This design comes from an exercise in tuning for small area, a short achievable clock period and few clock cycles per item on the open sky130 flow, not from production work. The RTL was checked by simulation tests, not by an equivalence proof against the original design.

File: design/flow/flow/run.sh
#!/bin/bash
# Standard layout with three changes: stronger port buffers, full adders left
# to ABC instead of fixed adder cells, and an ABC mapping script with a real
# delay target (the ORFS area script has none).
set -euo pipefail
cp -r "$FLOW_HOME/scripts" scripts_abc
cat > scripts_abc/abc_area.script <<'EOS'
strash
dc2
dch
map -D 4000
topo
stime -c
buffer -c
upsize -c -D 4000
dnsize -c -D 4000
EOS
export SCRIPTS_DIR="$PWD/scripts_abc"
export ADDER_MAP_FILE=
export BUFFER_PORTS_ARGS="-buffer_cell sky130_fd_sc_hd__buf_2"
bash standard.sh > standard_flow.log 2>&1
File: design/flow/standard.sh
#!/bin/bash
# synth_recipe.tcl (not shown) runs the flow's synth.tcl, then flattens the netlist and writes it again
# the make line also repeats each setting of config.mk as NAME=value (left out here)
make -C /OpenROAD-flow-scripts/flow DESIGN_CONFIG=/design/flow/config.mk WORK_HOME=/design/flow/orfs CLKGATE_MAP_FILE= SYNTH_SCRIPT=/design/flow/synth_recipe.tcl "${@:-finish}"
File: design/flow/config.mk
export PLATFORM = sky130hd
export DESIGN_NAME = circ
export DESIGN_NICKNAME = circ
export VERILOG_FILES = /design/flow/design.v
export SDC_FILE = /design/flow/constraint.sdc
export NUM_CORES = 4
export LEC_CHECK = 0
export ABC_AREA = 1
export CAP_MARGIN = 20
export CORE_MARGIN = 2
export CORE_UTILIZATION = 78
export SLEW_MARGIN = 20
File: design/flow/constraint.sdc
create_clock -name core_clock -period 14.0 [get_ports {clk}]
set_input_delay 2.8000 -clock core_clock [delete_from_list [all_inputs] [get_ports {clk}]]
set_output_delay 2.8000 -clock core_clock [all_outputs]
set_load 0.01 [all_outputs]
File: design/flow/design.v
module circ(clk,rst,buttonRight,buttonCenter,buttonLeft,inputMultiplier,inputMultiplicand,segments,anode_active,doneFlag);
    input wire clk;
    input wire rst;
    input wire buttonRight;
    input wire buttonCenter;
    input wire buttonLeft;
    input wire [7:0] inputMultiplier;
    input wire [7:0] inputMultiplicand;
    output reg [6:0] segments;
    output wire [3:0] anode_active;
    output wire doneFlag;
    wire sa = inputMultiplier[7];
    wire sb = inputMultiplicand[7];
    wire [6:0] a = inputMultiplier[6:0] ^ {7{sa}};
    wire [6:0] b = inputMultiplicand[6:0] ^ {7{sb}};
    wire minus = (sa & ~sb & |inputMultiplicand[6:0]) | (sb & ~sa & |inputMultiplier[6:0]);
    wire [6:0] alpha = a + {6'd0, sa};
    wire [6:0] beta = b + {6'd0, sb};
    wire fa = sa & ~|inputMultiplier[6:0];
    wire fb = sb & ~|inputMultiplicand[6:0];
    wire [48:0] pp;
    genvar gi, gj;
    generate for (gi = 0; gi < 7; gi = gi + 1) begin : g_pp
        for (gj = 0; gj < 7; gj = gj + 1) begin : g_ppj
            assign pp[gi*7+gj] = alpha[gi] & beta[gj];
        end
    end endgenerate
    wire t1 = pp[6] ^ pp[12];
    wire t2 = pp[6] & pp[12];
    wire t3 = pp[13] ^ pp[19];
    wire t4 = pp[13] & pp[19];
    wire t5 = pp[4] ^ pp[10];
    wire t6 = pp[4] & pp[10];
    wire t7 = pp[5] ^ pp[11] ^ pp[17];
    wire t8 = (pp[5] & pp[11]) | (pp[5] & pp[17]) | (pp[11] & pp[17]);
    wire t9 = pp[23] ^ pp[29];
    wire t10 = pp[23] & pp[29];
    wire t11 = pp[18] ^ pp[24] ^ pp[30];
    wire t12 = (pp[18] & pp[24]) | (pp[18] & pp[30]) | (pp[24] & pp[30]);
    wire t13 = pp[36] ^ pp[42] ^ t1;
    wire t14 = (pp[36] & pp[42]) | (pp[36] & t1) | (pp[42] & t1);
    wire t15 = pp[25] ^ pp[31] ^ pp[37];
    wire t16 = (pp[25] & pp[31]) | (pp[25] & pp[37]) | (pp[31] & pp[37]);
    wire t17 = pp[43] ^ t3 ^ t2;
    wire t18 = (pp[43] & t3) | (pp[43] & t2) | (t3 & t2);
    wire t19 = pp[20] ^ pp[26] ^ pp[32];
    wire t20 = (pp[20] & pp[26]) | (pp[20] & pp[32]) | (pp[26] & pp[32]);
    wire t21 = pp[38] ^ pp[44] ^ t4;
    wire t22 = (pp[38] & pp[44]) | (pp[38] & t4) | (pp[44] & t4);
    wire t23 = pp[27] ^ pp[33] ^ pp[39];
    wire t24 = (pp[27] & pp[33]) | (pp[27] & pp[39]) | (pp[33] & pp[39]);
    wire t25 = pp[3] ^ pp[9];
    wire t26 = pp[3] & pp[9];
    wire t27 = pp[16] ^ pp[22] ^ pp[28];
    wire t28 = (pp[16] & pp[22]) | (pp[16] & pp[28]) | (pp[22] & pp[28]);
    wire t29 = pp[35] ^ t7 ^ t9;
    wire t30 = (pp[35] & t7) | (pp[35] & t9) | (t7 & t9);
    wire t31 = t11 ^ t13 ^ t8;
    wire t32 = (t11 & t13) | (t11 & t8) | (t13 & t8);
    wire t33 = t15 ^ t17 ^ t12;
    wire t34 = (t15 & t17) | (t15 & t12) | (t17 & t12);
    wire t35 = t19 ^ t21 ^ t16;
    wire t36 = (t19 & t21) | (t19 & t16) | (t21 & t16);
    wire t37 = pp[45] ^ t23 ^ t20;
    wire t38 = (pp[45] & t23) | (pp[45] & t20) | (t23 & t20);
    wire t39 = pp[34] ^ pp[40] ^ pp[46];
    wire t40 = (pp[34] & pp[40]) | (pp[34] & pp[46]) | (pp[40] & pp[46]);
    wire t41 = pp[2] ^ pp[8];
    wire t42 = pp[2] & pp[8];
    wire t43 = pp[15] ^ pp[21] ^ t25;
    wire t44 = (pp[15] & pp[21]) | (pp[15] & t25) | (pp[21] & t25);
    wire t45 = t5 ^ t27 ^ t26;
    wire t46 = (t5 & t27) | (t5 & t26) | (t27 & t26);
    wire t47 = t6 ^ t29 ^ t28;
    wire t48 = (t6 & t29) | (t6 & t28) | (t29 & t28);
    wire t49 = t10 ^ t31 ^ t30;
    wire t50 = (t10 & t31) | (t10 & t30) | (t31 & t30);
    wire t51 = t14 ^ t33 ^ t32;
    wire t52 = (t14 & t33) | (t14 & t32) | (t33 & t32);
    wire t53 = t18 ^ t35 ^ t34;
    wire t54 = (t18 & t35) | (t18 & t34) | (t35 & t34);
    wire t55 = t22 ^ t37 ^ t36;
    wire t56 = (t22 & t37) | (t22 & t36) | (t37 & t36);
    wire t57 = t24 ^ t39 ^ t38;
    wire t58 = (t24 & t39) | (t24 & t38) | (t39 & t38);
    wire t59 = pp[41] ^ pp[47] ^ t40;
    wire t60 = (pp[41] & pp[47]) | (pp[41] & t40) | (pp[47] & t40);
    wire [12:0] ra = {pp[48], t59, t57, t55, t53, t51, t49, t47, t45, t43, pp[14], pp[1], pp[0]};
    wire [12:0] rb = {t60, t58, t56, t54, t52, t50, t48, t46, t44, t42, t41, pp[7], 1'b0};
    wire [13:0] ab;
    wire [12:0] cg0 = ra & rb;
    wire [12:0] cp0 = ra ^ rb;
    wire cg1_1 = cg0[1] | (cp0[1] & cg0[0]);
    wire cp1_1 = cp0[1] & cp0[0];
    wire cg1_3 = cg0[3] | (cp0[3] & cg0[2]);
    wire cp1_3 = cp0[3] & cp0[2];
    wire cg1_5 = cg0[5] | (cp0[5] & cg0[4]);
    wire cp1_5 = cp0[5] & cp0[4];
    wire cg1_7 = cg0[7] | (cp0[7] & cg0[6]);
    wire cp1_7 = cp0[7] & cp0[6];
    wire cg1_9 = cg0[9] | (cp0[9] & cg0[8]);
    wire cp1_9 = cp0[9] & cp0[8];
    wire cg1_11 = cg0[11] | (cp0[11] & cg0[10]);
    wire cp1_11 = cp0[11] & cp0[10];
    wire cg2_2 = cg0[2] | (cp0[2] & cg1_1);
    wire cp2_2 = cp0[2] & cp1_1;
    wire cg2_3 = cg1_3 | (cp1_3 & cg1_1);
    wire cp2_3 = cp1_3 & cp1_1;
    wire cg2_6 = cg0[6] | (cp0[6] & cg1_5);
    wire cp2_6 = cp0[6] & cp1_5;
    wire cg2_7 = cg1_7 | (cp1_7 & cg1_5);
    wire cp2_7 = cp1_7 & cp1_5;
    wire cg2_10 = cg0[10] | (cp0[10] & cg1_9);
    wire cp2_10 = cp0[10] & cp1_9;
    wire cg2_11 = cg1_11 | (cp1_11 & cg1_9);
    wire cp2_11 = cp1_11 & cp1_9;
    wire cg3_4 = cg0[4] | (cp0[4] & cg2_3);
    wire cp3_4 = cp0[4] & cp2_3;
    wire cg3_5 = cg1_5 | (cp1_5 & cg2_3);
    wire cp3_5 = cp1_5 & cp2_3;
    wire cg3_6 = cg2_6 | (cp2_6 & cg2_3);
    wire cp3_6 = cp2_6 & cp2_3;
    wire cg3_7 = cg2_7 | (cp2_7 & cg2_3);
    wire cp3_7 = cp2_7 & cp2_3;
    wire cg3_12 = cg0[12] | (cp0[12] & cg2_11);
    wire cp3_12 = cp0[12] & cp2_11;
    wire cg4_8 = cg0[8] | (cp0[8] & cg3_7);
    wire cp4_8 = cp0[8] & cp3_7;
    wire cg4_9 = cg1_9 | (cp1_9 & cg3_7);
    wire cp4_9 = cp1_9 & cp3_7;
    wire cg4_10 = cg2_10 | (cp2_10 & cg3_7);
    wire cp4_10 = cp2_10 & cp3_7;
    wire cg4_11 = cg2_11 | (cp2_11 & cg3_7);
    wire cp4_11 = cp2_11 & cp3_7;
    wire cg4_12 = cg3_12 | (cp3_12 & cg3_7);
    wire cp4_12 = cp3_12 & cp3_7;
    assign ab = {cg4_12, cp0[12] ^ cg4_11, cp0[11] ^ cg4_10, cp0[10] ^ cg4_9, cp0[9] ^ cg4_8, cp0[8] ^ cg3_7, cp0[7] ^ cg3_6, cp0[6] ^ cg3_5, cp0[5] ^ cg3_4, cp0[4] ^ cg2_3, cp0[3] ^ cg2_2, cp0[2] ^ cg1_1, cp0[1] ^ cg0[0], cp0[0]};
    wire [14:0] mag = {1'b0, ab} | (fa ? {fb, beta, 7'd0} : 15'd0) | (fb ? {fa, alpha, 7'd0} : 15'd0);
    reg [14:0] product;
    reg negative;
    reg done;
    reg [1:0] phase;
    reg [1:0] view;
    always @(posedge clk) begin
        if (buttonCenter) begin
            product <= mag;
            negative <= minus;
        end
    end
    always @(posedge clk) done <= ~rst & (done | buttonCenter);
    assign doneFlag = done;
    always @(posedge clk) phase <= rst ? 2'd0 : phase + 2'd1;
    assign anode_active = ~(4'b0001 << phase);
    always @(posedge clk) begin
        if (buttonCenter) view <= 2'd0;
        else case (view)
            2'd0: if (buttonLeft) view <= 2'd1;
            2'd1: if (buttonLeft) view <= 2'd2; else if (buttonRight) view <= 2'd0;
            2'd2: if (buttonRight) view <= 2'd1;
            default: view <= view;
        endcase
    end
    wire dd1_0 = (product[11] & ~product[13]) | (~product[11] & product[12] & product[13]);
    wire dd1_1 = (product[11] & product[12]) | (product[12] & ~product[13]);
    wire dd1_2 = (~product[11] & ~product[12] & product[13]);
    wire dd1_3 = (product[11] & product[13]) | (product[12] & product[13]);
    wire dd2_0 = (product[10] & ~dd1_1 & ~dd1_2) | (~product[10] & dd1_2) | (~product[10] & dd1_0 & dd1_1);
    wire dd2_1 = (dd1_0 & ~dd1_1) | (~product[10] & dd1_2) | (product[10] & dd1_0);
    wire dd2_2 = (product[10] & dd1_2) | (~product[10] & ~dd1_0 & dd1_1);
    wire dd2_3 = (dd1_2) | (product[10] & dd1_1) | (dd1_0 & dd1_1);
    wire dd3_0 = (product[9] & ~dd2_1 & ~dd2_2) | (~product[9] & dd2_2) | (~product[9] & dd2_0 & dd2_1);
    wire dd3_1 = (dd2_0 & ~dd2_1) | (~product[9] & dd2_2) | (product[9] & dd2_0);
    wire dd3_2 = (product[9] & dd2_2) | (~product[9] & ~dd2_0 & dd2_1);
    wire dd3_3 = (dd2_2) | (product[9] & dd2_1) | (dd2_0 & dd2_1);
    wire dd4_0 = (product[8] & ~dd3_1 & ~dd3_2) | (~product[8] & dd3_2) | (~product[8] & dd3_0 & dd3_1);
    wire dd4_1 = (dd3_0 & ~dd3_1) | (~product[8] & dd3_2) | (product[8] & dd3_0);
    wire dd4_2 = (product[8] & dd3_2) | (~product[8] & ~dd3_0 & dd3_1);
    wire dd4_3 = (dd3_2) | (product[8] & dd3_1) | (dd3_0 & dd3_1);
    wire dd5_0 = (dd3_3 & ~dd1_3) | (dd2_3 & dd1_3);
    wire dd5_1 = (dd2_3 & ~dd1_3);
    wire dd5_2 = (~dd3_3 & ~dd2_3 & dd1_3);
    wire dd5_3 = (dd3_3 & dd1_3) | (dd2_3 & dd1_3);
    wire dd6_0 = (product[7] & ~dd4_1 & ~dd4_2) | (~product[7] & dd4_2) | (~product[7] & dd4_0 & dd4_1);
    wire dd6_1 = (dd4_0 & ~dd4_1) | (~product[7] & dd4_2) | (product[7] & dd4_0);
    wire dd6_2 = (product[7] & dd4_2) | (~product[7] & ~dd4_0 & dd4_1);
    wire dd6_3 = (dd4_2) | (product[7] & dd4_1) | (dd4_0 & dd4_1);
    wire dd7_0 = (dd4_3 & ~dd5_1 & ~dd5_2) | (~dd4_3 & dd5_2) | (~dd4_3 & dd5_0 & dd5_1);
    wire dd7_1 = (dd5_0 & ~dd5_1) | (~dd4_3 & dd5_2) | (dd4_3 & dd5_0);
    wire dd7_2 = (dd4_3 & dd5_2) | (~dd4_3 & ~dd5_0 & dd5_1);
    wire dd7_3 = (dd5_2) | (dd4_3 & dd5_1) | (dd5_0 & dd5_1);
    wire dd8_0 = (product[6] & ~dd6_1 & ~dd6_2) | (~product[6] & dd6_2) | (~product[6] & dd6_0 & dd6_1);
    wire dd8_1 = (dd6_0 & ~dd6_1) | (~product[6] & dd6_2) | (product[6] & dd6_0);
    wire dd8_2 = (product[6] & dd6_2) | (~product[6] & ~dd6_0 & dd6_1);
    wire dd8_3 = (dd6_2) | (product[6] & dd6_1) | (dd6_0 & dd6_1);
    wire dd9_0 = (dd6_3 & ~dd7_1 & ~dd7_2) | (~dd6_3 & dd7_2) | (~dd6_3 & dd7_0 & dd7_1);
    wire dd9_1 = (dd7_0 & ~dd7_1) | (~dd6_3 & dd7_2) | (dd6_3 & dd7_0);
    wire dd9_2 = (dd6_3 & dd7_2) | (~dd6_3 & ~dd7_0 & dd7_1);
    wire dd9_3 = (dd7_2) | (dd6_3 & dd7_1) | (dd7_0 & dd7_1);
    wire dd10_0 = (product[5] & ~dd8_1 & ~dd8_2) | (~product[5] & dd8_2) | (~product[5] & dd8_0 & dd8_1);
    wire dd10_1 = (dd8_0 & ~dd8_1) | (~product[5] & dd8_2) | (product[5] & dd8_0);
    wire dd10_2 = (product[5] & dd8_2) | (~product[5] & ~dd8_0 & dd8_1);
    wire dd10_3 = (dd8_2) | (product[5] & dd8_1) | (dd8_0 & dd8_1);
    wire dd11_0 = (dd8_3 & ~dd9_1 & ~dd9_2) | (~dd8_3 & dd9_2) | (~dd8_3 & dd9_0 & dd9_1);
    wire dd11_1 = (dd9_0 & ~dd9_1) | (~dd8_3 & dd9_2) | (dd8_3 & dd9_0);
    wire dd11_2 = (dd8_3 & dd9_2) | (~dd8_3 & ~dd9_0 & dd9_1);
    wire dd11_3 = (dd9_2) | (dd8_3 & dd9_1) | (dd9_0 & dd9_1);
    wire dd12_0 = (dd9_3 & ~dd5_3);
    wire dd12_1 = (dd7_3);
    wire dd12_2 = (~dd9_3 & dd5_3);
    wire dd12_3 = (dd9_3 & dd5_3);
    wire dd13_0 = (product[4] & ~dd10_1 & ~dd10_2) | (~product[4] & dd10_2) | (~product[4] & dd10_0 & dd10_1);
    wire dd13_1 = (dd10_0 & ~dd10_1) | (~product[4] & dd10_2) | (product[4] & dd10_0);
    wire dd13_2 = (product[4] & dd10_2) | (~product[4] & ~dd10_0 & dd10_1);
    wire dd13_3 = (dd10_2) | (product[4] & dd10_1) | (dd10_0 & dd10_1);
    wire dd14_0 = (dd10_3 & ~dd11_1 & ~dd11_2) | (~dd10_3 & dd11_2) | (~dd10_3 & dd11_0 & dd11_1);
    wire dd14_1 = (dd11_0 & ~dd11_1) | (~dd10_3 & dd11_2) | (dd10_3 & dd11_0);
    wire dd14_2 = (dd10_3 & dd11_2) | (~dd10_3 & ~dd11_0 & dd11_1);
    wire dd14_3 = (dd11_2) | (dd10_3 & dd11_1) | (dd11_0 & dd11_1);
    wire dd15_0 = (dd11_3 & ~dd12_1 & ~dd12_2) | (~dd11_3 & dd12_2) | (~dd11_3 & dd12_0 & dd12_1);
    wire dd15_1 = (dd12_0 & ~dd12_1) | (~dd11_3 & dd12_2) | (dd11_3 & dd12_0);
    wire dd15_2 = (dd11_3 & dd12_2) | (~dd11_3 & ~dd12_0 & dd12_1);
    wire dd15_3 = (dd12_2) | (dd11_3 & dd12_1) | (dd12_0 & dd12_1);
    wire dd16_0 = (product[3] & ~dd13_1 & ~dd13_2) | (~product[3] & dd13_2) | (~product[3] & dd13_0 & dd13_1);
    wire dd16_1 = (dd13_0 & ~dd13_1) | (~product[3] & dd13_2) | (product[3] & dd13_0);
    wire dd16_2 = (product[3] & dd13_2) | (~product[3] & ~dd13_0 & dd13_1);
    wire dd16_3 = (dd13_2) | (product[3] & dd13_1) | (dd13_0 & dd13_1);
    wire dd17_0 = (dd13_3 & ~dd14_1 & ~dd14_2) | (~dd13_3 & dd14_2) | (~dd13_3 & dd14_0 & dd14_1);
    wire dd17_1 = (dd14_0 & ~dd14_1) | (~dd13_3 & dd14_2) | (dd13_3 & dd14_0);
    wire dd17_2 = (dd13_3 & dd14_2) | (~dd13_3 & ~dd14_0 & dd14_1);
    wire dd17_3 = (dd14_2) | (dd13_3 & dd14_1) | (dd14_0 & dd14_1);
    wire dd18_0 = (dd14_3 & ~dd15_1 & ~dd15_2) | (~dd14_3 & dd15_2) | (~dd14_3 & dd15_0 & dd15_1);
    wire dd18_1 = (dd15_0 & ~dd15_1) | (~dd14_3 & dd15_2) | (dd14_3 & dd15_0);
    wire dd18_2 = (dd14_3 & dd15_2) | (~dd14_3 & ~dd15_0 & dd15_1);
    wire dd18_3 = (dd15_2) | (dd14_3 & dd15_1) | (dd15_0 & dd15_1);
    wire dd19_0 = (product[2] & ~dd16_1 & ~dd16_2) | (~product[2] & dd16_2) | (~product[2] & dd16_0 & dd16_1);
    wire dd19_1 = (dd16_0 & ~dd16_1) | (~product[2] & dd16_2) | (product[2] & dd16_0);
    wire dd19_2 = (product[2] & dd16_2) | (~product[2] & ~dd16_0 & dd16_1);
    wire dd19_3 = (dd16_2) | (product[2] & dd16_1) | (dd16_0 & dd16_1);
    wire dd20_0 = (dd16_3 & ~dd17_1 & ~dd17_2) | (~dd16_3 & dd17_2) | (~dd16_3 & dd17_0 & dd17_1);
    wire dd20_1 = (dd17_0 & ~dd17_1) | (~dd16_3 & dd17_2) | (dd16_3 & dd17_0);
    wire dd20_2 = (dd16_3 & dd17_2) | (~dd16_3 & ~dd17_0 & dd17_1);
    wire dd20_3 = (dd17_2) | (dd16_3 & dd17_1) | (dd17_0 & dd17_1);
    wire dd21_0 = (dd17_3 & ~dd18_1 & ~dd18_2) | (~dd17_3 & dd18_2) | (~dd17_3 & dd18_0 & dd18_1);
    wire dd21_1 = (dd18_0 & ~dd18_1) | (~dd17_3 & dd18_2) | (dd17_3 & dd18_0);
    wire dd21_2 = (dd17_3 & dd18_2) | (~dd17_3 & ~dd18_0 & dd18_1);
    wire dd21_3 = (dd18_2) | (dd17_3 & dd18_1) | (dd18_0 & dd18_1);
    wire dd22_0 = (product[1] & ~dd19_1 & ~dd19_2) | (~product[1] & dd19_2) | (~product[1] & dd19_0 & dd19_1);
    wire dd22_1 = (dd19_0 & ~dd19_1) | (~product[1] & dd19_2) | (product[1] & dd19_0);
    wire dd22_2 = (product[1] & dd19_2) | (~product[1] & ~dd19_0 & dd19_1);
    wire dd22_3 = (dd19_2) | (product[1] & dd19_1) | (dd19_0 & dd19_1);
    wire dd23_0 = (dd19_3 & ~dd20_1 & ~dd20_2) | (~dd19_3 & dd20_2) | (~dd19_3 & dd20_0 & dd20_1);
    wire dd23_1 = (dd20_0 & ~dd20_1) | (~dd19_3 & dd20_2) | (dd19_3 & dd20_0);
    wire dd23_2 = (dd19_3 & dd20_2) | (~dd19_3 & ~dd20_0 & dd20_1);
    wire dd23_3 = (dd20_2) | (dd19_3 & dd20_1) | (dd20_0 & dd20_1);
    wire dd24_0 = (dd20_3 & ~dd21_1 & ~dd21_2) | (~dd20_3 & dd21_2) | (~dd20_3 & dd21_0 & dd21_1);
    wire dd24_1 = (dd21_0 & ~dd21_1) | (~dd20_3 & dd21_2) | (dd20_3 & dd21_0);
    wire dd24_2 = (dd20_3 & dd21_2) | (~dd20_3 & ~dd21_0 & dd21_1);
    wire dd24_3 = (dd21_2) | (dd20_3 & dd21_1) | (dd21_0 & dd21_1);
    wire dd25_0 = (dd21_3 & ~dd15_3) | (dd12_3) | (~dd21_3 & dd18_3 & dd15_3);
    wire dd25_1 = (dd21_3 & dd18_3) | (dd12_3) | (dd18_3 & ~dd15_3);
    wire dd25_2 = (~dd21_3 & ~dd18_3 & dd15_3);
    wire dd25_3 = (dd21_3 & dd15_3) | (dd12_3) | (dd18_3 & dd15_3);
    wire [19:0] bcd14 = {1'b0, 1'b0, 1'b0, dd25_3, dd25_2, dd25_1, dd25_0, dd24_3, dd24_2, dd24_1, dd24_0, dd23_3, dd23_2, dd23_1, dd23_0, dd22_3, dd22_2, dd22_1, dd22_0, product[0]};
    wire [19:0] bcd = bcd14 | (product[14] ? 20'h16384 : 20'h0);
    wire [2:0] k = {1'b0, view} + {1'b0, phase};
    reg [3:0] digit;
    always @(*) begin
        case (k)
            3'd0: digit = bcd[3:0];
            3'd1: digit = bcd[7:4];
            3'd2: digit = bcd[11:8];
            3'd3: digit = bcd[15:12];
            default: digit = bcd[19:16];
        endcase
    end
    always @(*) begin
        if (phase == 2'd3) segments = negative ? 7'b1111110 : 7'b1111111;
        else case (digit)
            4'd0: segments = 7'b0000001;
            4'd1: segments = 7'b1001111;
            4'd2: segments = 7'b0010010;
            4'd3: segments = 7'b0000110;
            4'd4: segments = 7'b1001100;
            4'd5: segments = 7'b0100100;
            4'd6: segments = 7'b0100000;
            4'd7: segments = 7'b0001111;
            4'd8: segments = 7'b0000000;
            default: segments = 7'b0000100;
        endcase
    end
endmodule
==> run summary, run 1 <==
Run status: no timing/DRC/antenna violations
Most common cell after layout, fill and taps aside: nand2_1
Die area: 6210 µm²
Synthesized area: 4360 µm²
Vias in the first global route: 4,499
Delay-heaviest family, CP: simple AND/OR/NAND/NOR gates
Die Y: 78.8 µm
CTS tree: done
Clock tree root driver cell: clkbuf_8
R2R cell count: 6
Crit start category: flop
Initial DRC count: 281
Hold Slack: 471 ps
Die width: 78.8 µm
Input/output buffers: 32
Layout cells sized above 1: 17.7%
Worst setup path class: flop to output pin
Multi-input gate area: 3250 µm²
Gpl congestion: 0.919
CP startpoint: product[11]$_DFFE_PP_
Max-slew headroom: 59.4%
Fillers: 364
Gr ovfl total: 0
FF-to-FF setup slack: 12,930 ps
Worst setup EP type: output pin
Total Nets Final: 813
Tightest Pin Transition: 602 ps
Crit path to: segments[0]
DR vias/cell: 5.77
Max_cap viols: 0
Drt first pass iters: 6
DP HPWL: 8590 µm
Area share of the largest cell type after synthesis: 17.1%
Final Hold Fails: 0
R2R Path End: view[0]$_SDFFE_PP0P_
Hold crit path type: flop to flop
DRC Markers: 0
Arrival time worst endpoint: 5290 ps
Worst R2R Start: view[1]$_SDFFE_PP0P_
Avg WL per Cell: 12.2 µm
Cell depth of the worst setup path: 35
Antenna Nets Post-Route: 0
First-pass GRT wire length: 17,500 µm
Fmax: 124 MHz
Crit-path max FO: 5
Largest net degree at the start of global routing: 20
Total routed wirelength: 10,500 µm
Post-cts hold buffer count: 0
Post-CTS Resized: 0
Unrepaired setup endpoints after global routing: false
Vias: 4,980
FF+latch area: 581 µm²
Post-Synthesis Cells: 758
Largest area contributor in the netlist: nand2_1
Clock Latency Late Sink: 260 ps
Yosys cell types: 55
Clock slew at reported path FFs: 70 ps
Setup TNS: 0 ps
CP Buf/Inv Count: 6
Antenna violations before repair: 0
GRT Overall Usage: 33.3%
Starting Density: 80.2%
Area contributors post-synth: nand2_1 17%, edfxtp_1 11%, inv_1 8.7%
Commonest non-fill, non-tap cells in the layout: 199 x nand2_1, 101 x inv_1, 99 x nor2_1, 38 x nand3_1, 33 x a21oi_1
CP required: 11,200 ps
Placement Rows: 27
Syn Nets: 779
Final Slew Violations: 0
Ant. Diodes: 0
Slowest CP cell: edfxtp_1
Yosys reg bits: 21
Skew final: 0.108 ps
Final setup fails: 0
I/O pins: 33
Fin crit share: 57.8%
Total number of H-tree levels: 1
CTS max path bufs: 2
Syn Area/Cell: 5.75 µm²
Number of clock sinks: 21
Core area: 5440 µm²
Postcts setup bufs: 0
Inserted Clock Buffers: 3
Seq/Total Area, Yosys: 13.3%
Most used cell, CP: nand2_1
Synth warnings: 1
Syn-to-layout area delta: 6.43%
Period minus WS final: 8090 ps
Max incr delay on CP: 460 ps
==> how the worst min path moves through the flow <==
| stage | cells past startpoint | start | endpoint |
|---|---|---|---|
| global placement | 2 | done$_DFF_P_ | done$_DFF_P_ |
| CTS | 2 | done$_DFF_P_ | done$_DFF_P_ |
| global route | 1 | phase[0]$_SDFF_PP0_ | phase[0]$_SDFF_PP0_ |
| floorplan | 1 | phase[0]$_SDFF_PP0_ | phase[0]$_SDFF_PP0_ |
| finish | 2 | done$_DFF_P_ | done$_DFF_P_ |
| detailed placement | 2 | done$_DFF_P_ | done$_DFF_P_ |
==> worst min-delay path, delay by kind of cell (launching register included) <==
kind | cells | cell delay [ps]
flip-flops | 1 | 330
AND/OR/NAND/NOR | 2 | 110
==> synth_stat cells, drive strengths merged <==
library cell,instances
o221ai,7
a21boi,5
clkbuf,1
o21bai,2
nor3,17
inv,133
a21o,3
o211ai,1
a211oi,1
o22ai,16
or2,15
o21ai,43
o31ai,3
a21oi,43
xnor2,16
nand3b,3
a22oi,9
edfxtp,16
xor2,31
o211a,1
nand4,2
nand2,207
o21a,2
nor2,114
a31oi,6
nand3,42
or3,1
buf,2
maj3,5
dfxtp,5
clkinv,5
a32oi,1
==> cell type report <==
class	count	share of cell area (%)
Sequential cell	21	12.5
Clock inverter	1	0.108
Multi-Input combinational cell	596	69.9
Tap cell	72	1.94
Inverter	138	11.2
Timing Repair Buffer	32	3.45
Clock buffer	3	0.889
==> stage by stage <==
step,utilization (%),setup WS [ps],instance area (µm²),instances
finish,85.3,5910,4640,863
CTS,85.3,6010,4640,863
global placement,84.5,6620,4600,859
global route,85.3,5410,4640,863
detailed placement,84.5,6330,4600,859
floorplan,-,6910,4360,758
==> flip-flops by register name, summed over array words and instances, names as in the netlist <==
signal and count:
done 1, negative 1, phase 2, product 15, view 2
==> cell families (layout without fill, tap and decap cells) <==
kind of cell / Yosys count / count (layout) / share of synthesized area, %
and+or+nand+nor: 401 / 401 / 40.1
AOI/OAI and AO/OA: 143 / 143 / 23.7
buffers and inverters: 141 / 174 / 12.2
xor gates and xnor gates: 47 / 47 / 9.44
DFF: 21 / 21 / 13.3
adders and majority gates: 5 / 5 / 1.23
==> metal layers <==
metal  global-route usage [%]  vias up  wire [µm]
li1                         -     2521          -
met1                     38.1     2226       4480
met2                     63.5      201       5160
met3                     3.64       32        662
met4                     11.8        0        215
met5                        0        -          0
Testbench counts, summed over its fixed seeds: cycles 8,000, items 8,000.
==> run 2, diff against run 1 <==
--- a/design/flow/config.mk
+++ b/design/flow/config.mk
@@ -9,4 +9,4 @@
 export CAP_MARGIN = 20
 export CORE_MARGIN = 2
-export CORE_UTILIZATION = 78
+export CORE_UTILIZATION = 70
 export SLEW_MARGIN = 20
==> run 2 against run 1 <==
Compared with the run above: die area rose by 11%; synthesized cell count unchanged; worst setup slack lost 8.9 ps; sequential share of layout area about the same; highest routed layer unchanged.
==> run summary, run 2 <==
FF-to-FF setup slack: 12,920 ps (about the same)
Final Hold Fails: 0 (unchanged)
Fmax: 123 MHz (-0.11%)
Biggest regs: product: 15 flops, phase: 2 flops, view: 2 flops
Largest area contributor in the netlist: nand2_1
Largest net degree at the start of global routing: 20 (unchanged)
Setup TNS: 0 ps (unchanged)
Clock slew at reported path FFs: 80 ps (about the same)
First-pass GRT wire length: 18,400 µm (+4.9%)
Skew final: 0.109 ps (+0.00183 ps)
Vias: 4,838 (-2.9%)
Commonest non-fill, non-tap cells in the layout: 199 x nand2_1, 101 x inv_1, 99 x nor2_1, 38 x nand3_1, 33 x a21oi_1
Max-slew headroom: 61.7% (+2.3 points)
Final setup fails: 0 (unchanged)
DP HPWL: 8690 µm (+1.1%)
Most used cell, CP: nand2_1
Max_cap viols: 0 (unchanged)
Period minus WS final: 8100 ps (+8.93 ps)
Ys async rst share: 0% (unchanged)
Input/output buffers: 32 (unchanged)
CTS tree: done
Area contributors post-synth: nand2_1 17%, edfxtp_1 11%, inv_1 8.7%
Core area: 5960 µm² (+9.5%)
Clock tree root driver cell: clkbuf_8
CTS max path bufs: 2 (unchanged)
Avg WL per Cell: 12.2 µm (-0.13%)
Arrival time worst endpoint: 5300 ps (about the same)
Yosys cell types: 55 (unchanged)
Placement Rows: 28 (+3.7%)
Drt first pass iters: 5 (-1)
Synth warnings: 1 (unchanged)
Most numerous cell in the Yosys netlist: nand2_1
Most common cell after layout, fill and taps aside: nand2_1
Most frequent cells after synthesis: 199 x nand2_1, 101 x inv_1, 99 x nor2_1
Number of clock sinks: 21 (unchanged)
Syn-to-layout area delta: 6.48% (about the same)
Die area: 6880 µm² (+11%)
Clock Latency Late Sink: 260 ps (about the same)
Antenna violations before repair: 0 (unchanged)
Post-Synthesis Cells: 758 (unchanged)
Syn Area/Cell: 5.75 µm² (unchanged)
CP startpoint: product[11]$_DFFE_PP_
Die Y: 82.9 µm (+5.3%)
Slack of the critical path: 5900 ps (-8.93 ps)
Total Nets Final: 813 (unchanged)
Antenna Nets Post-Route: 0 (unchanged)
Vias in the first global route: 4,554 (+1.2%)
Gpl congestion: 0.913 (-0.74%)
Crit-path max FO: 5 (unchanged)
Tightest Pin Transition: 569 ps (-33.4 ps)
R2R Path End: view[0]$_SDFFE_PP0P_
Layout cells sized above 1: 17.6% (-0.13 points)
Post-synth EDFFs: 16 (unchanged)
Pre-CTS setup slack: 6280 ps (-45.7 ps)
Largest reg by FF count: product
Hold crit path type: flop to flop
Run status: no timing/DRC/antenna violations
Fin crit share: 57.9% (+0.064 points)
Fillers: 485 (+33%)
Worst setup EP type: output pin
Syn Nets: 779 (unchanged)
GRT Overall Usage: 30.5% (-2.8 points)
Max incr delay on CP: 460 ps (about the same)
Seq/Total Area, Yosys: 13.3% (unchanged)
Inserted Clock Buffers: 3 (unchanged)
Yosys reg bits: 21 (unchanged)
Initial DRC count: 262 (-6.8%)
Unrepaired setup endpoints after global routing: false
Total number of H-tree levels: 1 (unchanged)
Worst R2R Start: view[0]$_SDFFE_PP0P_
Worst setup path class: flop to output pin
Crit path to: segments[3]
DRC Markers: 0 (unchanged)
CP required: 11,200 ps (about the same)
Die width: 82.9 µm (+5.3%)
Gr ovfl total: 0 (unchanged)
I/O pins: 33 (unchanged)
Final Slew Violations: 0 (unchanged)
Slowest CP cell: edfxtp_1
Max FFs per register: 15 (unchanged)
Ys flop type: edfxtp_1
Total routed wirelength: 10,500 µm (+0.22%)
Crit start category: flop
DR vias/cell: 5.59 (-3.2%)
Synthesized area: 4360 µm² (unchanged)
Post-CTS Resized: 0 (unchanged)
Post-cts hold buffer count: 0 (unchanged)
R2R cell count: 5 (-1)
Ant. Diodes: 0 (unchanged)
Area share of the largest cell type after synthesis: 17.1% (unchanged)
Postcts setup bufs: 0 (unchanged)
Starting Density: 73.2% (-7.0 points)
## run 2: cell types whose count changed in the layout (fill, tap and decap cells not counted), sizes merged
cell,previous run,this run
clkbuf,3,4
clkinv,6,5
## run 2: cell type report
type | count | area [µm²] | area share (%)
timing repair buffer | 32 | 160 | 3.45
clock buffer | 4 | 45.0 | 0.970
inverter | 138 | 518 | 11.2
sequential | 21 | 581 | 12.5
tap | 75 | 93.8 | 2.02
multi-input combinational | 596 | 3250 | 69.9
## run 2: kinds of logic (layout without fill, tap and decap cells)
kind of cell / after synthesis / in the layout / share of synthesized area [%]
xor+xnor: 47 / 47 / 9.44
buf+inv: 141 / 174 / 12.2
compound gates: 143 / 143 / 23.7
flops: 21 / 21 / 13.3
simple gates: 401 / 401 / 40.1
fa+ha+maj: 5 / 5 / 1.23
## run 2: worst min-delay path by stage
stage                              startpoint                   to  slack [ps]  cells past startpoint
after floorplan           phase[0]$_SDFF_PP0_  phase[0]$_SDFF_PP0_         440                      1
after global placement           done$_DFF_P_         done$_DFF_P_         440                      2
after detailed placement  phase[0]$_SDFF_PP0_  phase[0]$_SDFF_PP0_         460                      1
after CTS                 phase[0]$_SDFF_PP0_  phase[0]$_SDFF_PP0_         480                      1
after global routing             done$_DFF_P_         done$_DFF_P_         500                      2
final                     phase[0]$_SDFF_PP0_  phase[0]$_SDFF_PP0_         480                      1
## run 2: worst max-delay path: cells and delay by family, from the launching register on
family	cells	cell delay (ps)
AND/OR/NAND/NOR	19	2590
flip-flops	1	460
buffers and inverters	6	660
AO/OA/AOI/OAI	8	1340
## run 2: per-stage QoR
stage	area [µm²]	hold slack (ps)	instances	util (%)
final	4640	477	866	78.0
after global routing	4640	504	866	78.0
after CTS	4640	477	866	78.0
after detailed placement	4600	460	862	77.2
after global placement	4600	442	862	77.2
after floorplan	4360	437	758	-
## run 2: routing by layer
layer  track usage, %  vias to the layer above  part of all wire [%]
met5                0                        -                     0
met4             8.64                        0                   1.7
met3             2.39                       19                   5.1
met2             57.3                      163                    50
met1             36.8                     2146                    43
li1                 -                     2510                     -
==> run 3, diff against run 2 <==
--- a/design/flow/design.v
+++ b/design/flow/design.v
@@ -137,5 +137,19 @@
     assign ab = {cg4_12, cp0[12] ^ cg4_11, cp0[11] ^ cg4_10, cp0[10] ^ cg4_9, cp0[9] ^ cg4_8, cp0[8] ^ cg3_7, cp0[7] ^ cg3_6, cp0[6] ^ cg3_5, cp0[5] ^ cg3_4, cp0[4] ^ cg2_3, cp0[3] ^ cg2_2, cp0[2] ^ cg1_1, cp0[1] ^ cg0[0], cp0[0]};
     wire [14:0] mag = {1'b0, ab} | (fa ? {fb, beta, 7'd0} : 15'd0) | (fb ? {fa, alpha, 7'd0} : 15'd0);
-    reg [14:0] product;
+    wire dd1_0 = (mag[11] & ~mag[13]) | (~mag[11] & mag[12] & mag[13]);
+    wire dd1_1 = (mag[11] & mag[12]) | (mag[12] & ~mag[13]);
+    wire dd1_2 = (~mag[11] & ~mag[12] & mag[13]);
+    wire dd1_3 = (mag[11] & mag[13]) | (mag[12] & mag[13]);
+    wire dd2_0 = (mag[10] & ~dd1_1 & ~dd1_2) | (~mag[10] & dd1_2) | (~mag[10] & dd1_0 & dd1_1);
+    wire dd2_1 = (dd1_0 & ~dd1_1) | (~mag[10] & dd1_2) | (mag[10] & dd1_0);
+    wire dd2_2 = (mag[10] & dd1_2) | (~mag[10] & ~dd1_0 & dd1_1);
+    wire dd2_3 = (dd1_2) | (mag[10] & dd1_1) | (dd1_0 & dd1_1);
+    wire dd3_0 = (mag[9] & ~dd2_1 & ~dd2_2) | (~mag[9] & dd2_2) | (~mag[9] & dd2_0 & dd2_1);
+    wire dd3_1 = (dd2_0 & ~dd2_1) | (~mag[9] & dd2_2) | (mag[9] & dd2_0);
+    wire dd3_2 = (mag[9] & dd2_2) | (~mag[9] & ~dd2_0 & dd2_1);
+    wire dd3_3 = (dd2_2) | (mag[9] & dd2_1) | (dd2_0 & dd2_1);
+    wire [6:0] mid_d = {dd1_3, dd2_3, dd3_3, dd3_2, dd3_1, dd3_0, mag[8]};
+    wire [15:0] held = {mag[14], mid_d, mag[7:0]};
+    reg [15:0] product;
     reg negative;
     reg done;
@@ -144,5 +158,5 @@
     always @(posedge clk) begin
         if (buttonCenter) begin
-            product <= mag;
+            product <= held;
             negative <= minus;
         end
@@ -161,24 +175,12 @@
         endcase
     end
-    wire dd1_0 = (product[11] & ~product[13]) | (~product[11] & product[12] & product[13]);
-    wire dd1_1 = (product[11] & product[12]) | (product[12] & ~product[13]);
-    wire dd1_2 = (~product[11] & ~product[12] & product[13]);
-    wire dd1_3 = (product[11] & product[13]) | (product[12] & product[13]);
-    wire dd2_0 = (product[10] & ~dd1_1 & ~dd1_2) | (~product[10] & dd1_2) | (~product[10] & dd1_0 & dd1_1);
-    wire dd2_1 = (dd1_0 & ~dd1_1) | (~product[10] & dd1_2) | (product[10] & dd1_0);
-    wire dd2_2 = (product[10] & dd1_2) | (~product[10] & ~dd1_0 & dd1_1);
-    wire dd2_3 = (dd1_2) | (product[10] & dd1_1) | (dd1_0 & dd1_1);
-    wire dd3_0 = (product[9] & ~dd2_1 & ~dd2_2) | (~product[9] & dd2_2) | (~product[9] & dd2_0 & dd2_1);
-    wire dd3_1 = (dd2_0 & ~dd2_1) | (~product[9] & dd2_2) | (product[9] & dd2_0);
-    wire dd3_2 = (product[9] & dd2_2) | (~product[9] & ~dd2_0 & dd2_1);
-    wire dd3_3 = (dd2_2) | (product[9] & dd2_1) | (dd2_0 & dd2_1);
-    wire dd4_0 = (product[8] & ~dd3_1 & ~dd3_2) | (~product[8] & dd3_2) | (~product[8] & dd3_0 & dd3_1);
-    wire dd4_1 = (dd3_0 & ~dd3_1) | (~product[8] & dd3_2) | (product[8] & dd3_0);
-    wire dd4_2 = (product[8] & dd3_2) | (~product[8] & ~dd3_0 & dd3_1);
-    wire dd4_3 = (dd3_2) | (product[8] & dd3_1) | (dd3_0 & dd3_1);
-    wire dd5_0 = (dd3_3 & ~dd1_3) | (dd2_3 & dd1_3);
-    wire dd5_1 = (dd2_3 & ~dd1_3);
-    wire dd5_2 = (~dd3_3 & ~dd2_3 & dd1_3);
-    wire dd5_3 = (dd3_3 & dd1_3) | (dd2_3 & dd1_3);
+    wire dd4_0 = (product[8] & ~product[10] & ~product[11]) | (~product[8] & product[11]) | (~product[8] & product[9] & product[10]);
+    wire dd4_1 = (product[9] & ~product[10]) | (~product[8] & product[11]) | (product[8] & product[9]);
+    wire dd4_2 = (product[8] & product[11]) | (~product[8] & ~product[9] & product[10]);
+    wire dd4_3 = (product[11]) | (product[8] & product[10]) | (product[9] & product[10]);
+    wire dd5_0 = (product[12] & ~product[14]) | (product[13] & product[14]);
+    wire dd5_1 = (product[13] & ~product[14]);
+    wire dd5_2 = (~product[12] & ~product[13] & product[14]);
+    wire dd5_3 = (product[12] & product[14]) | (product[13] & product[14]);
     wire dd6_0 = (product[7] & ~dd4_1 & ~dd4_2) | (~product[7] & dd4_2) | (~product[7] & dd4_0 & dd4_1);
     wire dd6_1 = (dd4_0 & ~dd4_1) | (~product[7] & dd4_2) | (product[7] & dd4_0);
@@ -262,5 +264,5 @@
     wire dd25_3 = (dd21_3 & dd15_3) | (dd12_3) | (dd18_3 & dd15_3);
     wire [19:0] bcd14 = {1'b0, 1'b0, 1'b0, dd25_3, dd25_2, dd25_1, dd25_0, dd24_3, dd24_2, dd24_1, dd24_0, dd23_3, dd23_2, dd23_1, dd23_0, dd22_3, dd22_2, dd22_1, dd22_0, product[0]};
-    wire [19:0] bcd = bcd14 | (product[14] ? 20'h16384 : 20'h0);
+    wire [19:0] bcd = bcd14 | (product[15] ? 20'h16384 : 20'h0);
     wire [2:0] k = {1'b0, view} + {1'b0, phase};
     reg [3:0] digit;
--- a/design/flow/flow/run.sh
+++ b/design/flow/flow/run.sh
@@ -9,10 +9,10 @@
 dc2
 dch
-map -D 4000
+map -D 3500
 topo
 stime -c
 buffer -c
-upsize -c -D 4000
-dnsize -c -D 4000
+upsize -c -D 3500
+dnsize -c -D 3500
 EOS
 export SCRIPTS_DIR="$PWD/scripts_abc"
==> run 3 against run 2 <==
Compared with the run above: still clean; flip-flop and latch count rose by 1; clock skew barely moved; first-iteration DRC count rose by 16%; area after synthesis rose by 1.5%; clock-buffer cell count did not move; critical path depth fell by 3; synthesized cell count rose by 1.8%; via count rose by 4.0%; routed wire length rose by 5.4%; critical path type unchanged; largest cell class unchanged; highest routed layer unchanged.
==> run summary, run 3 <==
Run status: no timing/DRC/antenna violations
Final Hold Fails: 0 (unchanged)
CP required: 11,200 ps (about the same)
Total Nets Final: 827 (+1.7%)
Tightest Pin Transition: 569 ps (-0.124 ps)
Commonest non-fill, non-tap cells in the layout: 203 x nand2_1, 119 x nor2_1, 110 x inv_1, 40 x nand3_1
Setup TNS: 0 ps (unchanged)
Syn Nets: 793 (+1.8%)
Avg WL per Cell: 12.6 µm (+3.7%)
Largest area contributor in the netlist: nand2_1
Placed Cells: 876 (+1.6%)
Yosys cell types: 60 (+9.1%)
Core area: 6030 µm² (+1.2%)
Total number of H-tree levels: 1 (unchanged)
Unrepaired setup endpoints after global routing: false
Clock slew at reported path FFs: 80 ps (about the same)
Most frequent cells after synthesis: 203 x nand2_1, 119 x nor2_1, 110 x inv_1
Seq/Total Area, Yosys: 13.8% (+0.48 points)
Die Y: 83.5 µm (+0.72%)
Input/output buffers: 32 (unchanged)
Vias: 5,033 (+4.0%)
Postcts setup bufs: 0 (unchanged)
Design Area, Final: 4710 µm² (+1.4%)
Area share of the largest cell type after synthesis: 17.2% (+0.083 points)
Largest net degree at the start of global routing: 21 (+5.0%)
Synth warnings: 1 (unchanged)
Initial DRC count: 305 (+16%)
Fin cells: 880 (+1.6%)
Crit start category: flop
Crit-path max FO: 5 (unchanged)
Clock tree root driver cell: clkbuf_8
Placement Rows: 28 (unchanged)
Post-cts hold buffer count: 0 (unchanged)
GRT Overall Usage: 32.0% (+1.5 points)
Worst setup path class: flop to output pin
Worst setup EP type: output pin
Pre-CTS setup slack: 6500 ps (+222 ps)
Post-CTS Resized: 0 (unchanged)
First-pass GRT wire length: 19,300 µm (+4.9%)
Hold crit path type: flop to flop
Antenna Nets Post-Route: 0 (unchanged)
DP HPWL: 9320 µm (+7.3%)
Vias in the first global route: 4,723 (+3.7%)
Most common cell after layout, fill and taps aside: nand2_1
Final setup fails: 0 (unchanged)
Period minus WS final: 7860 ps (-244 ps)
Total routed wirelength: 11,100 µm (+5.4%)
DRC Markers: 0 (unchanged)
Area contributors post-synth: nand2_1 17%, edfxtp_1 12%, nor2_1 10%
Antenna violations before repair: 0 (unchanged)
Top routing layer used: met4
Post-synth EDFFs: 17 (+1)
Yosys reg bits: 22 (+4.8%)
Placed inst area: 4660 µm² (+1.4%)
Slack of the critical path: 6140 ps (+244 ps)
Syn Area/Cell: 5.74 µm² (-0.32%)
Layout cells sized above 1: 12.9% (-4.7 points)
Largest reg by FF count: product
Fmax: 127 MHz (+3.1%)
Arrival time worst endpoint: 5060 ps (-240 ps)
Die width: 83.5 µm (+0.72%)
Drt first pass iters: 5 (unchanged)
Max incr delay on CP: 440 ps (-20 ps)
Max_cap viols: 0 (unchanged)
Skew final: 0.139 ps (+0.0296 ps)
Most used cell, CP: nor2_1
I/O pins: 33 (unchanged)
Clock Latency Late Sink: 260 ps (about the same)
CTS tree: done
Inserted Clock Buffers: 3 (unchanged)
Biggest regs: product: 16 flops, phase: 2 flops, view: 2 flops
Post-Synthesis Cells: 772 (+1.8%)
Starting Density: 73.5% (+0.25 points)
Max FFs per register: 16 (+1)
Syn-to-layout area delta: 6.36%
Slowest CP cell: edfxtp_1
Ys async rst share: 0% (unchanged)
Gpl congestion: 0.972 (+6.5%)
Met2 WL post-DR: 5710 µm (+8.2%)
Ys flop type: edfxtp_1
Most numerous cell in the Yosys netlist: nand2_1
Die area: 6980 µm² (+1.5%)
Ant. Diodes: 0 (unchanged)
Wire length on met1: 4520 µm (-0.40%)
Synthesized area: 4430 µm² (+1.5%)
Number of clock sinks: 22 (+4.8%)
Gr ovfl total: 0 (unchanged)
Fin crit share: 56.1% (-1.7 points)
Max-slew headroom: 61.9% (+0.27 points)
Met3 WL post-DR: 521 µm (-3.9%)
DR vias/cell: 5.72 (+2.4%)
CTS max path bufs: 2 (unchanged)
Final Slew Violations: 0 (unchanged)
-- run 3: cell types whose count changed in the layout (fill, tap and decap cells not counted), moves of 7 or more --
| cell | before | now |
|---|---|---|
| inv_2 | 32 | 4 |
| a21oi_2 | 8 | 1 |
| nand2_2 | 8 | 16 |
| o21ai_1 | 17 | 7 |
| nand2_4 | 0 | 7 |
| o22ai_1 | 11 | 18 |
| inv_1 | 101 | 110 |
| nor2_1 | 99 | 119 |
| o21ai_0 | 19 | 33 |
| nor2_2 | 12 | 5 |
-- run 3: cell type report --
cell class / instances / area, µm²
Multi-Input combinational cell: 632 / 3370
Fill cell: 507 / 1320
Sequential cell: 22 / 611
Inverter: 115 / 432
Timing Repair Buffer: 32 / 160
Tap cell: 75 / 93.8
Clock buffer: 4 / 45.0
-- run 3: metrics by stage --
stage | utilization (%) | hold slack [ps]
after floorplan | - | 437
after global placement | 77.4 | 443
after detailed placement | 77.4 | 449
after CTS | 78.2 | 470
after global routing | 78.2 | 506
final | 78.2 | 466
-- run 3: logic make-up after synthesis --
logic type	after synthesis	share of synthesized area [%]
and+or+nand+nor	444	46.1
buffers and inverters	118	10.1
xor gates and xnor gates	45	9.24
AOI/OAI and AO/OA	142	20.5
adders and majority gates	1	0.226
DFF	22	13.8
-- run 3: final timing paths --
check	slack [ps]	to	start	cells past startpoint
setup / recovery	6140	segments[0]	product[8]$_DFFE_PP_	30
setup reg to reg	12920	view[0]$_SDFFE_PP0P_	view[1]$_SDFFE_PP0P_	6
hold reg to reg	470	done$_DFF_P_	done$_DFF_P_	2
hold / removal	470	done$_DFF_P_	done$_DFF_P_	2
-- run 3: critical path: cells and delay by family (launching register included) --
family	cells	cell delay (ps)
compound gates	9	1860
buf+inv	7	630
flops	1	440
simple gates	14	1850
-- run 3: metal layers --
| metal | vias to the layer above | global-route usage [%] |
|---|---|---|
| met5 | - | 0 |
| met4 | 0 | 13.6 |
| met3 | 35 | 2.77 |
| met2 | 160 | 61.1 |
| met1 | 2239 | 36.1 |
| li1 | 2599 | - |
Testbench counts of run 3, summed over its fixed seeds: cycles 8,000, items 8,000.
==> run 4, diff against run 3 <==
--- a/design/flow/flow/run.sh
+++ b/design/flow/flow/run.sh
@@ -8,11 +8,16 @@
 strash
 dc2
+if -g
+strash
+dc2
+if -g
+strash
 dch
-map -D 3500
+map -D 4000
 topo
 stime -c
 buffer -c
-upsize -c -D 3500
-dnsize -c -D 3500
+upsize -c -D 4000
+dnsize -c -D 4000
 EOS
 export SCRIPTS_DIR="$PWD/scripts_abc"
==> run 4 against run 3 <==
Compared with the run above: largest cell class unchanged; critical path depth down 2; routed wire length up 1.2%; area after synthesis down 4.0%; fmax down 1.7%; critical endpoint is now segments[5]; sequential share of layout area up 0.43 points; clock-buffer cell count unchanged; via count up 3.9%; cell area down 3.2%; first-iteration DRC count up 21%.
==> run summary, run 4 <==
Run status: no timing/DRC/antenna violations
Largest reg by FF count: product
CP required: 11,200 ps (about the same)
Most common cell after layout, fill and taps aside: nand2_1
Slowest CP cell: edfxtp_1
Die Y: 81.9 µm (-1.9%)
First-pass GRT wire length: 18,300 µm (-5.2%)
Clock tree root driver cell: clkbuf_8
Antenna Nets Post-Route: 0 (unchanged)
Fin crit share: 57.1% (+0.98 points)
Largest area contributor in the netlist: nand2_1
Syn-to-layout area delta: 7.15%
Vias in the first global route: 4,563 (-3.4%)
Worst setup EP type: output pin
Design Area, Final: 4560 µm² (-3.2%)
Crit start category: flop
Post-cts hold buffer count: 0 (unchanged)
Yosys cell types: 47 (-22%)
Max incr delay on CP: 460 ps (+20 ps)
Area contributors post-synth: nand2_1 18%, inv_1 14%, nor2_1 13%
Input/output buffers: 32 (unchanged)
Gpl congestion: 1.08 (+11%)
Seq/Total Area, Yosys: 14.4% (+0.57 points)
Drt first pass iters: 6 (+1)
Gr ovfl total: 0 (unchanged)
Syn Nets: 825 (+4.0%)
Crit-path max FO: 5 (unchanged)
Synthesized area: 4250 µm² (-4.0%)
Die area: 6710 µm² (-3.8%)
Antenna violations before repair: 0 (unchanged)
Placement Rows: 28 (unchanged)
Clock Latency Late Sink: 260 ps (about the same)
Starting Density: 72.3% (-1.2 points)
Total routed wirelength: 11,200 µm (+1.2%)
I/O pins: 33 (unchanged)
Final setup fails: 0 (unchanged)
Layout cells sized above 1: 6.67% (-6.2 points)
Skew final: 0.257 ps (+0.118 ps)
Fmax: 125 MHz (-1.7%)
Max_cap viols: 0 (unchanged)
Clock slew at reported path FFs: 80 ps (about the same)
R2R cell count: 3 (-3)
Most frequent cells after synthesis: 200 x nand2_1, 162 x inv_1, 146 x nor2_1
Setup TNS: 0 ps (unchanged)
GRT Overall Usage: 33.7% (+1.6 points)
Hold Slack: 478 ps (+12.1 ps)
Period minus WS final: 8000 ps (+137 ps)
Most numerous cell in the Yosys netlist: nand2_1
Die width: 81.9 µm (-1.9%)
Hold crit path type: flop to flop
Unrepaired setup endpoints after global routing: false
Hold path cells: 2 (unchanged)
Number of clock sinks: 22 (unchanged)
Core area: 5890 µm² (-2.3%)
CTS max path bufs: 2 (unchanged)
CTS tree: done
Post-Synthesis Cells: 804 (+4.1%)
Largest net degree at the start of global routing: 21 (unchanged)
Multi-input gate area: 3010 µm² (-11%)
Inserted Clock Buffers: 3 (unchanged)
Synth warnings: 1 (unchanged)
Placed inst area: 4500 µm² (-3.5%)
Vias: 5,229 (+3.9%)
Final Hold Fails: 0 (unchanged)
Initial DRC count: 368 (+21%)
Postcts setup bufs: 0 (unchanged)
Ys flop type: edfxtp_1
DRC Markers: 0 (unchanged)
Arrival time worst endpoint: 5200 ps (+140 ps)
Total Nets Final: 861 (+4.1%)
Max-slew headroom: 59.2% (-2.7 points)
Fillers: 491 (-3.2%)
Tightest Pin Transition: 612 ps (+42.8 ps)
Max FFs per register: 16 (unchanged)
Worst setup path class: flop to output pin
Placed Cells: 910 (+3.9%)
Yosys reg bits: 22 (unchanged)
Commonest non-fill, non-tap cells in the layout: 200 x nand2_1, 162 x inv_1, 146 x nor2_1, 45 x nand3_1, 40 x a21oi_1
Final Slew Violations: 0 (unchanged)
Biggest regs: product: 16 flops, phase: 2 flops, view: 2 flops
Post-synth EDFFs: 17 (unchanged)
Total number of H-tree levels: 1 (unchanged)
Syn Area/Cell: 5.29 µm² (-7.8%)
Ant. Diodes: 0 (unchanged)
DR vias/cell: 5.72 (about the same)
Post-CTS Resized: 0 (unchanged)
Avg WL per Cell: 12.3 µm (-2.5%)
Ys async rst share: 0% (unchanged)
DP HPWL: 9270 µm (-0.51%)
Area share of the largest cell type after synthesis: 17.7% (+0.44 points)
Fin cells: 914 (+3.9%)
FF+latch area: 611 µm² (unchanged)
Most used cell, CP: inv_1
## run 4: path summary, 6_finish.rpt
path                                             to                 start  slack, ps
worst max-delay path                    segments[5]  product[8]$_DFFE_PP_       6000
worst min-delay path                   done$_DFF_P_          done$_DFF_P_        480
worst max register to register  phase[1]$_SDFF_PP0_   phase[0]$_SDFF_PP0_      12880
worst min register to register         done$_DFF_P_          done$_DFF_P_        480
## run 4: worst max-delay path, delay by kind of cell, from the launching register on
kind,cells,cell delay [ps]
AO/OA/AOI/OAI,9,2120
flip-flops,1,460
buffers and inverters,8,820
AND/OR/NAND/NOR,11,1510
## run 4: metal layers
metal	part of all wire, %	global-route usage [%]	up-vias
met2	48	64.1	237
met4	3.9	14.8	0
met3	6.4	2.75	50
li1	-	-	2657
met5	0	0	-
met1	41	37.8	2285
## run 4: stage by stage
step / utilization [%] / setup WS [ps]
finish: 77.4 / 6000
global route: 77.4 / 5350
CTS: 77.4 / 6130
detailed placement: 76.5 / 6460
global placement: 76.5 / 6760
floorplan: - / 7220
## run 4: cell type report
cell class	instances	area share (%)
inverters	168	13.8
repair buffers	32	3.51
flip-flops and latches	22	13.4
well taps	75	2.06
clock buffers	4	1.21
multi-input cells	613	66.0
## run 4: logic make-up after synthesis
| family | Yosys count | synth area share (%) |
|---|---|---|
| AO/OA/AOI/OAI | 144 | 21.0 |
| XOR/XNOR | 35 | 7.21 |
| adder cells (fa/ha/maj) | 1 | 0.235 |
| buffers and inverters | 169 | 14.9 |
| flip-flops | 22 | 14.4 |
| AND/OR/NAND/NOR | 433 | 42.3 |
==> run 5, diff against run 4 <==
--- a/design/flow/flow/run.sh
+++ b/design/flow/flow/run.sh
@@ -8,9 +8,8 @@
 strash
 dc2
-if -g
+dch
+map -D 4000
 strash
 dc2
-if -g
-strash
 dch
 map -D 4000
==> run 5 against run 4 <==
Compared with the run above: cell area about the same; global-route usage is 1.3 points lower; die area about the same; register-to-register slack gained 190 ps; critical path type unchanged; critical endpoint unchanged; highest routed layer unchanged.
==> run summary, run 5 <==
Syn Nets: 794 (-3.8%)
Synth warnings: 1 (unchanged)
CP startpoint: product[8]$_DFFE_PP_
Post-cts hold buffer count: 0 (unchanged)
Largest reg by FF count: product
Worst R2R Start: phase[0]$_SDFF_PP0_
Max incr delay on CP: 400 ps (-60 ps)
Cells along the critical path: inv_1 > nor2_1 > a31oi_1 > nand2_1 > a31oi_1 > nor2_1 > o21ai_0 > nand2_1 > a31oi_1 > inv_1 > o21ai_0 > nand2_1 > a21oi_1 > inv_1 > a21oi_1 > inv_1 > nor2_1 > o21ai_0 > nand4_1 > inv_1 > o21ai_0 > inv_1 > o31ai_1 > buf_2
Unrepaired setup endpoints after global routing: false
Area contributors post-synth: nand2_1 16%, edfxtp_1 12%, inv_1 12%
Syn-to-layout area delta: 7.03%
Avg WL per Cell: 11.8 µm (-4.0%)
Most frequent cells after synthesis: 179 x nand2_1, 133 x inv_1, 130 x nor2_1
Antenna Nets Post-Route: 0 (unchanged)
Max FFs per register: 16 (unchanged)
Crit start category: flop
Max_cap viols: 0 (unchanged)
Starting Density: 72.3% (about the same)
Slack of the critical path: 6200 ps (+200 ps)
Fillers: 476 (-3.1%)
Post-Synthesis Cells: 773 (-3.9%)
Drt first pass iters: 6 (unchanged)
Multi-input gate area: 3090 µm² (+2.9%)
Worst setup path class: flop to output pin
Input/output buffers: 32 (unchanged)
Final setup fails: 0 (unchanged)
Total Nets Final: 827 (-3.9%)
Commonest non-fill, non-tap cells in the layout: 179 x nand2_1, 133 x inv_1, 130 x nor2_1, 52 x o21ai_0
I/O pins: 33 (unchanged)
Gpl congestion: 0.897 (-17%)
CP required: 11,200 ps (about the same)
Most common cell after layout, fill and taps aside: nand2_1
CTS tree: done
Most used cell, CP: inv_1
Ant. Diodes: 0 (unchanged)
Period minus WS final: 7800 ps (-200 ps)
Largest area contributor in the netlist: nand2_1
Fin crit share: 55.7% (-1.4 points)
Clock slew at reported path FFs: 80 ps (about the same)
Post-CTS Resized: 0 (unchanged)
Ys flop type: edfxtp_1
Gr ovfl total: 0 (unchanged)
Inserted Clock Buffers: 3 (unchanged)
Placement Rows: 28 (unchanged)
Slowest CP cell: edfxtp_1
Postcts setup bufs: 0 (unchanged)
Area share of the largest cell type after synthesis: 15.8% (-1.9 points)
Final Slew Violations: 0 (unchanged)
Final Hold Fails: 0 (unchanged)
GRT Overall Usage: 32.4% (-1.3 points)
Total routed wirelength: 10,400 µm (-7.5%)
Biggest regs: product: 16 flops, phase: 2 flops, view: 2 flops
Hold Slack: 477 ps (-1.45 ps)
Post-synth EDFFs: 17 (unchanged)
Skew final: 0.788 ps (+0.531 ps)
Seq/Total Area, Yosys: 14.3% (about the same)
Syn Area/Cell: 5.50 µm² (+4.1%)
DR vias/cell: 5.66 (-1.0%)
Max-slew headroom: 60.7% (+1.5 points)
Layout cells sized above 1: 9.94% (+3.3 points)
First-pass GRT wire length: 17,600 µm (-4.1%)
Vias in the first global route: 4,495 (-1.5%)
Vias: 4,982 (-4.7%)
Clock Latency Late Sink: 270 ps (about the same)
Arrival time worst endpoint: 5000 ps (-200 ps)
Pre-CTS setup slack: 6550 ps (+92.9 ps)
Largest net degree at the start of global routing: 21 (unchanged)
Synthesized area: 4260 µm² (about the same)
Die area: 6720 µm² (about the same)
FF+latch area: 611 µm² (unchanged)
Setup TNS: 0 ps (unchanged)
Core area: 5890 µm² (unchanged)
DP HPWL: 8590 µm (-7.3%)
Ys async rst share: 0% (unchanged)
Crit-path max FO: 6 (+1)
Yosys reg bits: 22 (unchanged)
Tightest Pin Transition: 584 ps (-27.4 ps)
Hold crit path type: flop to flop
Die width: 82.0 µm (about the same)
Run status: no timing/DRC/antenna violations
Antenna violations before repair: 0 (unchanged)
Clock tree root driver cell: clkbuf_8
DRC Markers: 0 (unchanged)
Yosys cell types: 52 (+11%)
Hold Startpoint: done$_DFF_P_
Die Y: 82.0 µm (about the same)
Most numerous cell in the Yosys netlist: nand2_1
Number of clock sinks: 22 (unchanged)
Fmax: 128 MHz (+2.6%)
Worst setup EP type: output pin
Initial DRC count: 228 (-38%)
Total number of H-tree levels: 1 (unchanged)
CTS max path bufs: 2 (unchanged)
## run 5: final timing paths
check / endpoint / slack, ps / cells past startpoint
hold / removal: done$_DFF_P_ / 480 / 2
setup / recovery: segments[5] / 6200 / 24
setup reg to reg: phase[1]$_SDFF_PP0_ / 13070 / 3
hold reg to reg: done$_DFF_P_ / 480 / 2
## run 5: layer usage
metal / vias up / wire length (µm) / share of wire (%) / GRT usage (%)
li1: 2564 / - / - / -
met1: 2219 / 4050 / 39 / 32.3
met2: 153 / 5460 / 53 / 63.3
met3: 46 / 466 / 4.5 / 4.51
met4: 0 / 415 / 4.0 / 18.0
met5: - / 0 / 0 / 0
## run 5: per-stage QoR
stage	cells	cell area [µm²]	util, %
after CTS	880	4550	77.4
after global routing	880	4550	77.4
final	880	4550	77.4
after floorplan	773	4260	-
after global placement	876	4490	76.3
after detailed placement	876	4490	76.3
## run 5: worst max-delay path, delay by kind of cell (launching register included)
kind	cells	cell delay [ps]
buf+inv	7	790
compound gates	10	2700
simple gates	7	850
flops	1	400
## run 5: cell families after synthesis
logic type / synth area share, %
AOI/OAI and AO/OA: 22.6
xor gates and xnor gates: 9.35
adders and majority gates: 0.235
buffers and inverters: 12.9
DFF: 14.3
and+or+nand+nor: 40.5
## run 5: cell type report
class / count / share of cell area, %
clock buffers: 4 / 1.46
well taps: 75 / 2.06
flip-flops and latches: 22 / 13.4
repair buffers: 32 / 3.52
multi-input cells: 606 / 67.9
inverters: 141 / 11.6

-- what the ideal ports hide --
The results above use ideal ports. As a check the final layouts listed here were re-extracted and re-timed, cells and wires unchanged. Step 1, drivers: a clkbuf_16 drives clk and a buf_2 each remaining input, both assumed. Step 2, shift: input delay + t, output delay - t, t = (earliest + latest rising clock arrival at the registers) / 2. This alone moves slack from input paths to output paths. Three values: ideal ports, drivers, drivers and shift; two values: the first two.
run	shift t [ns]	slack for setup (ns)	slew at the worst register clock pin (ns)	pins driven straight from the clock port
run 1	0.285	5.906 / 5.877 / 6.162	0.07 / 0.07	1
run 2	0.288	5.897 / 5.869 / 6.158	0.08 / 0.08	1
run 3	0.287	6.141 / 6.114 / 6.402	0.08 / 0.08	1
run 4	0.290	6.004 / 5.976 / 6.267	0.08 / 0.08	1
run 5	0.294	6.204 / 6.176 / 6.470	0.08 / 0.08	1
After both steps every run listed still meets setup and hold.
